Background: an optimization exercise with open tools, aiming at small area, a short achievable clock period and few clock cycles. Do not read the settings as production practice.
In this exercise RTL edits were held to simulation tests only and were not proved equivalent to the original.
Power figures rest on the tool's default switching activity, not on a simulated workload.

==> flow/design.v <==
module axi_stream_insert_header #(
parameter DATA_WD = 128,
parameter DATA_BYTE_WD = DATA_WD / 8,
parameter BYTE_CNT_WD = $clog2(DATA_BYTE_WD)
) (
input wire clk,
input wire rst_n,
input wire valid_in,
input wire [DATA_WD-1 : 0] data_in,
input wire [DATA_BYTE_WD-1 : 0] keep_in,
input wire last_in,
output wire ready_in,
output wire valid_out,
output wire [DATA_WD-1 : 0] data_out,
output wire [DATA_BYTE_WD-1 : 0] keep_out,
output wire last_out,
input wire ready_out,
input wire valid_insert,
input wire [DATA_WD-1 : 0] data_insert,
input wire [DATA_BYTE_WD-1 : 0] keep_insert,
input wire [BYTE_CNT_WD-1 : 0] byte_insert_cnt,
output wire ready_insert
);
localparam NB = DATA_BYTE_WD;
localparam CW = BYTE_CNT_WD;
localparam [1:0] S_HDR  = 2'd0;    
localparam [1:0] S_DATA = 2'd1;    
localparam [1:0] S_TAIL = 2'd2;    
reg [1:0] state;
reg [DATA_WD-1 : 0] carry;
reg [CW-1 : 0] hm1;                  
reg [CW-1 : 0] tail_m;               
reg [3:0] sa;                        
reg [3:0] sb;                        
wire beat_go = (state == S_DATA) && valid_in && ready_out;
wire tail_go = (state == S_TAIL) && ready_out;
wire [2*DATA_WD-9 : 0] joined = {carry, data_in[DATA_WD-1 : 8]};
wire [8*(NB+3)-1 : 0] ya = ({8*(NB+3){sa[0]}} & joined[0  +: 8*(NB+3)])
                         | ({8*(NB+3){sa[1]}} & joined[32 +: 8*(NB+3)])
                         | ({8*(NB+3){sa[2]}} & joined[64 +: 8*(NB+3)])
                         | ({8*(NB+3){sa[3]}} & joined[96 +: 8*(NB+3)]);
assign data_out = ({DATA_WD{sb[0]}} & ya[0  +: DATA_WD])
                | ({DATA_WD{sb[1]}} & ya[8  +: DATA_WD])
                | ({DATA_WD{sb[2]}} & ya[16 +: DATA_WD])
                | ({DATA_WD{sb[3]}} & ya[24 +: DATA_WD]);
wire [2*NB-1 : 0] kjoined = {{NB{1'b1}}, keep_in};
wire [NB+3 : 0] ka = ({(NB+4){sa[0]}} & kjoined[0  +: NB+4])
                   | ({(NB+4){sa[1]}} & kjoined[4  +: NB+4])
                   | ({(NB+4){sa[2]}} & kjoined[8  +: NB+4])
                   | ({(NB+4){sa[3]}} & kjoined[12 +: NB+4]);
wire [NB : 0] kwindow = ({(NB+1){sb[0]}} & ka[0 +: NB+1])
                      | ({(NB+1){sb[1]}} & ka[1 +: NB+1])
                      | ({(NB+1){sb[2]}} & ka[2 +: NB+1])
                      | ({(NB+1){sb[3]}} & ka[3 +: NB+1]);
wire fits = !kwindow[0];
wire pkt_end = tail_go || (beat_go && last_in && fits);
assign ready_in = (state == S_DATA) && ready_out;
assign ready_insert = (state == S_HDR) || pkt_end;
wire hdr_go = valid_insert && ready_insert;
assign valid_out = ((state == S_DATA) && valid_in) || (state == S_TAIL);
assign last_out = (state == S_TAIL) || (last_in && fits);
reg [CW-1 : 0] lowz;
integer i;
always @(*) begin
    lowz = 0;
    for (i = 0; i < NB - 1; i = i + 1)
        if (!keep_in[i])
            lowz = i + 1;
end
wire [NB-1 : 0] tail_keep = ~({1'b0, {(NB-1){1'b1}}} >> tail_m);
genvar g;
generate
    for (g = 0; g < NB; g = g + 1) begin : g_keep
        assign keep_out[g] = (state == S_TAIL) ? tail_keep[g] : kwindow[g + 1];
    end
endgenerate
always @(posedge clk or negedge rst_n) begin
    if (!rst_n) begin
        state <= S_HDR;
    end else begin
        if (hdr_go)
            state <= S_DATA;
        else if (pkt_end)
            state <= S_HDR;
        else if (beat_go && last_in)
            state <= S_TAIL;
    end
end
function [CW-1 : 0] sub;
    input [CW-1 : 0] a;
    input [CW-1 : 0] b;
    integer j;
    reg c;
    begin
        c = 1'b0;
        for (j = 0; j < CW; j = j + 1) begin
            sub[j] = a[j] ^ b[j] ^ c;
            c = (!a[j] && (b[j] || c)) || (b[j] && c);
        end
    end
endfunction
wire [CW-1 : 0] hm1_in = sub(byte_insert_cnt, 1);
wire [CW-1 : 0] end_m = sub(hm1, lowz);
wire hdr_sel = (state != S_DATA) || (last_in && fits);
always @(posedge clk) begin
    if (hdr_go || beat_go)
        carry <= hdr_sel ? data_insert : data_in;
    if (hdr_go) begin
        hm1 <= hm1_in;
        sa <= 4'b0001 << hm1_in[3:2];
        sb <= 4'b0001 << hm1_in[1:0];
    end
    if (beat_go)
        tail_m <= end_m;
end
endmodule
==> flow/flow/run.sh <==
#!/bin/bash
# Standard layout, with plain buf_1 cells as the port buffers.
cp standard.sh standard_sh.txt
export BUFFER_PORTS_ARGS="-buffer_cell sky130_fd_sc_hd__buf_1"
bash standard.sh > standard.log 2>&1
==> flow/standard.sh <==
#!/bin/bash
# synth_recipe.tcl (not shown) runs the flow's synth.tcl, then flattens the netlist and writes it again
# the make line also repeats each setting of config.mk as NAME=value (left out here)
make -C /OpenROAD-flow-scripts/flow DESIGN_CONFIG=/design/flow/config.mk WORK_HOME=/design/flow/orfs CLKGATE_MAP_FILE= SYNTH_SCRIPT=/design/flow/synth_recipe.tcl "${@:-finish}"
==> flow/config.mk <==
export PLATFORM = sky130hd
export DESIGN_NAME = axi_stream_insert_header
export DESIGN_NICKNAME = axi_stream_insert_header
export VERILOG_FILES = /design/flow/design.v
export SDC_FILE = /design/flow/constraint.sdc
export NUM_CORES = 4
export LEC_CHECK = 0
export CAP_MARGIN = 20
export CORE_MARGIN = 2
export CORE_UTILIZATION = 40
export SETUP_SLACK_MARGIN = 2.5
export SLEW_MARGIN = 20
==> flow/constraint.sdc <==
create_clock -name core_clock -period 6.5 [get_ports {clk}]
set_input_delay 1.3000 -clock core_clock [delete_from_list [all_inputs] [get_ports {clk}]]
set_output_delay 1.3000 -clock core_clock [all_outputs]
set_load 0.01 [all_outputs]
==> metrics.md, run 1 <==
| Metric | Value |
|---|---|
| CTS buffer count | 17 |
| Fin crit period | 3962 ps |
| Met2 global-route usage | 0.4871 |
| Max IR drop VDD | 430.8 µV |
| Row count | 67 |
| Main synth FF type | edfxtp_1 |
| Max Clk Rate | 0.2524 GHz |
| Drt total wl | 57,590 µm |
| Critical path startpoint category | flop |
| Worst Setup End Kind | output port |
| Post-synth EDFFs | 144 |
| Antenna violations before repair | 1 |
| GRT overflow | 0 |
| Routed len/inst | 25.67 µm |
| Vias/cell | 6.444 |
| Syn Nets | 1,766 |
| Area leader, netlist | a22oi_1 |
| Clock Latency Late Sink | 460 ps |
| Final Hold Fails | 0 |
| Synthesis Warnings | 1 |
| I/O pin cnt | 446 |
| PortBufs | 429 |
| CTS Buffer Depth | 2 |
| Count leader, synth | a22oi_1 |
| Run status | finished clean |
| Post-synth top area share | 0.3278 |
| RSZ-0062 raised after global routing | true |
| DRC viols | 0 |
| Required time of the critical path | 5200 ps |
| Largest net degree at the start of global routing | 174 |
| Worst R2R Path Depth | 8 |
| Drt pass-1 iters | 8 |
| Synth top cells by count | a22oi_1, nand2_1, edfxtp_1 |
| Post-DP HPWL | 41,180 µm |
| Pwr Density | 406.7 mW/mm² |
| FILL cells | 3,340 |
| Final setup violation count | 0 |
| Share of cells above drive strength 1 | 0.1231 |
| Number of synthesized register bits | 146 |
| Register area share after synthesis | 0.3265 |
| Least-Margin Pin Slew | 1066 ps |
| Max cap viols | 0 |
| Reg-to-reg endpoint | carry[127] |
| Via count | 14,460 |
| Synth area leaders | a22oi_1, edfxtp_1, mux2_4 |
| Overall global routing resource usage | 0.3089 |
| Layout Nets | 2,085 |
| Initial DRC Count | 2,121 |
| Crit path largest cell delay | 640 ps |
| Tcrit/Tclk final | 0.6095 |
| CORE AREA | 0.03328 mm² |
| Crit path kind | reg -> out |
| Final ANT Viol Nets | 0 |
| Final Skew | 8.314 ps |
| Reg clk slew, reported paths | 70 ps |
| Slew Limit Fails | 0 |
| Synth Instances | 1,463 |
| Most Used Layer, Global Route | met2 |
| M1 GR Usage | 0.4322 |
| Pre-CTS WS | 2305 ps |
| Critical-path top delay cell | clkbuf_8 |
| Distinct cells, synth | 44 |
| Layout area overhead | 18.90% |
| Sink Count | 146 |
| Reg-to-reg slack, setup | 3000 ps |
| Worst hold path type | in -> async |
| CTS H-tree lvls | 4 |
| Die width | 187.0 µm |
| Final TNS setup | 0 ps |
| Synthesized cell area | 0.01340 mm² |
| TritonCTS clock tree | yes |
| Worst-path maximum fanout | 88 |
| RD Place Congestion | 0.8911 |
| Synth async-reset ratio | 0.01370 |
| Crit Reg-Reg Startpoint | sa[3] |
| Starting Density | 0.4026 |
| Worst hold margin | 608.9 ps |
| Origin of the worst setup path | sb[2] |
| Cell Chain, Critical Path | buf_4 -> clkbuf_8 -> a22oi_1 -> nand2_1 -> buf_1 |
| Vias in the first global route | 12,840 |
| Worst path arrival time | 2660 ps |
| Die Ht | 187.0 µm |
| Global-route wire length before repair | 81,660 µm |
| Total die area | 0.03497 mm² |
| Met3 Resource Use GR | 0.06191 |
| Final worst slack | 2538 ps |
| CTS root buf | clkbuf_16 |
| Pleak | 6.046 nW |
| Rel. slew slack | 0.2890 |
| End of the critical path | data_out[69] |
| Synth Area per Inst | 9.158 µm² |
==> cell type report <==
class	instances	area [µm²]	area share
multi-input combinational	1142	8334	0.5232
sequential	146	4374	0.2746
timing repair buffer	461	1998	0.1254
tap	448	560.5	0.03519
clock buffer	17	425.4	0.02670
clock inverter	15	182.7	0.01147
inverter	14	52.55	0.003299
antenna	1	2.502	0.0001571
==> registers in the layout, summed over array words and instances, names as in the netlist <==
register and flops:
tail_m 4, state 2, sb 4, hm1 4, carry 128, sa 4
==> timing repair <==
action / CTS / global route
endpoints found under the setup margin: 121 / 36
buffers inserted: 3 / 11
pin swaps: 4 / 7
hold buffers: 0 / 0
gates resized for setup: 15 / 32
cloned: 0 / 2
==> stage by stage <==
| stage | cell area (µm²) | std cells | power, mW | util |
|---|---|---|---|---|
| 2_1_floorplan | 13400 | 1463 | 4.260 | - |
| 3_3_place_gp | 15050 | 2195 | 5.251 | 0.4522 |
| 3_5_place_dp | 15050 | 2195 | 5.294 | 0.4522 |
| 4_1_cts | 15730 | 2230 | 6.371 | 0.4725 |
| 5_1_grt | 15930 | 2244 | 6.798 | 0.4787 |
| 6_report | 15930 | 2244 | 6.479 | 0.4787 |
==> logic make-up after synthesis <==
family,count (synthesis),synth area share
simple gates,349,0.1010
fa+ha+maj,5,0.005790
buf+inv,175,0.05753
flops,146,0.3265
mux,128,0.1412
compound gates,657,0.3660
xor+xnor,3,0.001962
==> critical path: cells and delay by family (launching register included) <==
| kind | cells | cell delay [ps] |
|---|---|---|
| simple gates | 1 | 260 |
| buf+inv | 3 | 1340 |
| flops | 1 | 330 |
| compound gates | 1 | 200 |
==> layout by cell type (no fill, tap or decap), drive strengths merged, types with 5 or more instances in the layout <==
| cell type | instances |
|---|---|
| a22oi | 586 |
| buf | 454 |
| nand2 | 309 |
| edfxtp | 144 |
| mux2 | 128 |
| clkbuf | 24 |
| nor2 | 20 |
| inv | 18 |
| a21oi | 17 |
| o21ai | 14 |
| a22o | 8 |
| a31oi | 5 |
| a221oi | 5 |
==> how the worst min path moves through the flow <==
stage,slack [ps],start,end
detailed placement,600,state[1],state[1]
floorplan,540,state[1],state[1]
global route,600,rst_n,state[1]
CTS,590,rst_n,state[0]
global placement,590,state[1],state[1]
finish,610,rst_n,state[0]
==> where the power goes <==
group	switching [mW]	internal [mW]
clock	0.448	0.607
combinational	2.27	1.47
sequential	0.198	1.48
==> routing by layer <==
layer | wire (µm) | vias up
met5 | 0 | -
met4 | 1184 | 0
met3 | 5468 | 70
met2 | 26440 | 969
met1 | 24500 | 6955
li1 | - | 6467
Testbench counts, summed over its fixed seeds: cycles 16,082.
==> run 2, diff against run 1 <==
--- a/flow/config.mk
+++ b/flow/config.mk
@@ -7,3 +7,3 @@
 export LEC_CHECK = 0
-export CAP_MARGIN = 20
+export CAP_MARGIN = 5
 export CORE_MARGIN = 2
@@ -11,2 +11,2 @@
 export SETUP_SLACK_MARGIN = 2.5
-export SLEW_MARGIN = 20
+export SLEW_MARGIN = 5
==> metrics.md, run 2 <==
| Metric | Value |
|---|---|
| Reg clk slew, reported paths | 70 ps (about the same) |
| Reg-to-reg slack, setup | 3000 ps (about the same) |
| Psw | 2.918 mW (unchanged) |
| Largest register FFs | 128 (unchanged) |
| CTS H-tree lvls | 4 (unchanged) |
| Synth Instances | 1,463 (unchanged) |
| Overall global routing resource usage | 0.3089 (unchanged) |
| Global-route wire length before repair | 81,660 µm (unchanged) |
| Worst R2R Path Depth | 8 (unchanged) |
| Die Ht | 187.0 µm (unchanged) |
| Cell-internal power | 3.560 mW (unchanged) |
| Synth top cells by count | a22oi_1, nand2_1, edfxtp_1 |
| Final Instance Count excl. Fillers | 2,244 (unchanged) |
| Levels on crit path | 5 (unchanged) |
| Worst path arrival time | 2660 ps (about the same) |
| Largest Register | carry |
| Max IR drop VDD | 430.8 µV (unchanged) |
| Post-synth EDFFs | 144 (unchanged) |
| CTS Buffer Depth | 2 (unchanged) |
| Reg-to-reg endpoint | carry[127] |
| Synth area leaders | a22oi_1, edfxtp_1, mux2_4 |
| Slew Limit Fails | 0 (unchanged) |
| End of the critical path | data_out[69] |
| Final Skew | 8.314 ps (unchanged) |
| I/O pin cnt | 446 (unchanged) |
| Synthesized cell area | 0.01340 mm² (unchanged) |
| RSZ-0062 raised after global routing | true |
| Final setup violation count | 0 (unchanged) |
| Post-synth top area share | 0.3278 (unchanged) |
| Critical path startpoint category | flop |
| Initial DRC Count | 2,121 (unchanged) |
| Drt total wl | 57,590 µm (unchanged) |
| Area leader, netlist | a22oi_1 |
| Count leader, synth | a22oi_1 |
| Largest net degree at the start of global routing | 174 (unchanged) |
| Synthesis Warnings | 1 (unchanged) |
| Via count | 14,460 (unchanged) |
| Vias in the first global route | 12,840 (unchanged) |
| Drt pass-1 iters | 8 (unchanged) |
| Pwr Density | 406.7 mW/mm² (unchanged) |
| Sink Count | 146 (unchanged) |
| Inst Count DP | 2,195 (unchanged) |
| Worst hold path type | in -> async |
| Max Clk Rate | 0.2524 GHz (unchanged) |
| Worst Setup End Kind | output port |
| Origin of the worst setup path | sb[2] |
| CTS buffer count | 17 (unchanged) |
| Final TNS setup | 0 ps (unchanged) |
| Synth async-reset ratio | 0.01370 (unchanged) |
| Gate power share | 0.578 (about the same) |
| Crit path kind | reg -> out |
| Worst-path maximum fanout | 88 (unchanged) |
| Tcrit/Tclk final | 0.6095 (unchanged) |
| Required time of the critical path | 5200 ps (about the same) |
| Critical-path top delay cell | clkbuf_8 |
| Total die area | 0.03497 mm² (unchanged) |
| Layout area overhead | 18.90% (unchanged) |
| Final ANT Viol Nets | 0 (unchanged) |
| Post-Route Utilization | 0.4787 (unchanged) |
| Post-DP HPWL | 41,180 µm (unchanged) |
| RD Place Congestion | 0.8911 (unchanged) |
| Max cap viols | 0 (unchanged) |
| TritonCTS clock tree | yes |
| Share of power burned in registers | 0.259 (about the same) |
| Final Hold Fails | 0 (unchanged) |
| Rel. slew slack | 0.2890 (unchanged) |
| Distinct cells, synth | 44 (unchanged) |
| Least-Margin Pin Slew | 1066 ps (unchanged) |
| Register area share after synthesis | 0.3265 (unchanged) |
| Row count | 67 (unchanged) |
| Synth Area per Inst | 9.158 µm² (unchanged) |
| Share of cells above drive strength 1 | 0.1231 (unchanged) |
| Pleak | 6.046 nW (unchanged) |
| Worst hold margin | 608.9 ps (unchanged) |
| Largest delay share family, worst path | buffers and inverters |
| Main synth FF type | edfxtp_1 |
| Fin crit period | 3962 ps (unchanged) |
| Most frequent cells in the layout | a22oi_1, buf_1, nand2_1, edfxtp_1, mux2_4 |
| Crit Reg-Reg Startpoint | sa[3] |
| Buf/Inv on CP | 3 (unchanged) |
| Layout Nets | 2,085 (unchanged) |
| Number of synthesized register bits | 146 (unchanged) |
| CORE AREA | 0.03328 mm² (unchanged) |
| Hold Buf Count CTS | 0 (unchanged) |
| Cell Chain, Critical Path | buf_4 -> clkbuf_8 -> a22oi_1 -> nand2_1 -> buf_1 |
| Syn Nets | 1,766 (unchanged) |
| Die width | 187.0 µm (unchanged) |
| Sw frac | 0.4504 (unchanged) |
| Routed len/inst | 25.67 µm (unchanged) |
| Run status | finished clean |
| DRC viols | 0 (unchanged) |
| PortBufs | 429 (unchanged) |
| GRT overflow | 0 (unchanged) |
| Crit path largest cell delay | 640 ps (about the same) |
| FILL cells | 3,340 (unchanged) |
| Clock Latency Late Sink | 460 ps (about the same) |
| Final Power | 6.479 mW (unchanged) |
| CTS root buf | clkbuf_16 |
| Commonest non-fill, non-tap cell in the layout | a22oi_1 |
| Clock group share of total power | 0.163 (about the same) |
| Antenna violations before repair | 1 (unchanged) |
| Starting Density | 0.4026 (unchanged) |
| Vias/cell | 6.444 (unchanged) |
run 2: final cells by class:
type / instances / area [µm²] / share of cell area
diodes: 1 / 2.502 / 0.0001571
flip-flops and latches: 146 / 4374 / 0.2746
clock inverters: 15 / 182.7 / 0.01147
multi-input cells: 1142 / 8334 / 0.5232
well taps: 448 / 560.5 / 0.03519
inverters: 14 / 52.55 / 0.003299
repair buffers: 461 / 1998 / 0.1254
clock buffers: 17 / 425.4 / 0.02670
run 2: power by group through the flow:
stage	Sequential, mW	Clock (mW)	Combinational, mW
2_1_floorplan	1.63	0	2.63
3_3_place_gp	1.69	0	3.57
3_5_place_dp	1.69	0	3.61
4_1_cts	1.67	1.07	3.63
5_1_grt	1.71	1.10	3.99
6_report	1.68	1.05	3.74
run 2: cell families (layout without fill, tap and decap cells):
| family | after synthesis | after routing | synth area share |
|---|---|---|---|
| simple gates | 349 | 349 | 0.1010 |
| mux | 128 | 128 | 0.1412 |
| xor+xnor | 3 | 3 | 0.001962 |
| fa+ha+maj | 5 | 5 | 0.005790 |
| compound gates | 657 | 657 | 0.3660 |
| buf+inv | 175 | 507 | 0.05753 |
| other cells | 0 | 1 | 0 |
| flops | 146 | 146 | 0.3265 |
run 2: worst register-to-register path, cell delays in order, from the launching register on:
cell	delay [ps]
edfxtp_1	660
buf_12	400
a22oi_2	190
a21boi_2	230
a2111oi_4	90
buf_4	210
a21oi_4	160
buf_12	660
mux2_2	670
run 2: worst min path at each step:
stage / depth (start not counted) / from / end
6_report: 1 / rst_n / state[0]
2_1_floorplan: 2 / state[1] / state[1]
5_1_grt: 1 / rst_n / state[1]
3_3_place_gp: 2 / state[1] / state[1]
4_1_cts: 1 / rst_n / state[0]
3_5_place_dp: 2 / state[1] / state[1]
run 2: stage by stage:
stage                     setup WS [ps]  cell area [µm²]
after detailed placement           2305            15050
after floorplan                    2819            13400
final                              2538            15930
after global routing               2465            15930
after CTS                          2456            15730
after global placement             2326            15050
run 2: metal layers:
metal  global-route usage  part of all wire
met1               0.4322              0.43
met2               0.4871              0.46
met3              0.06191             0.095
met4              0.08120             0.021
met5                    0                 0
run 2: repair_timing:
action	in CTS	in global routing
resized for setup	15	32
endpoints found under the setup margin	121	36
pin swaps	4	7
setup buffers	3	11
gates cloned	0	2

[port drivers added, routing unchanged]
The flow's constraints put no driver on any port. The routed layouts listed below were extracted and timed again, unchanged, in two steps. Step 1, drivers: a clkbuf_16 drives clk and a buf_2 each remaining input, both assumed. Step 2 also shifts input and output timing later by t, the mid clock arrival at the registers, as if the neighbouring blocks saw the same clock. Three values: no drivers, after step 1, after step 2; two values: the first two.
run	t (ns)	slack for setup (ns)	worst setup path at the end
run 1	0.508	2.538 / 2.485 / 2.473	input to register
run 2	0.508	2.538 / 2.485 / 2.473	input to register
After both steps every run listed still meets setup and hold.
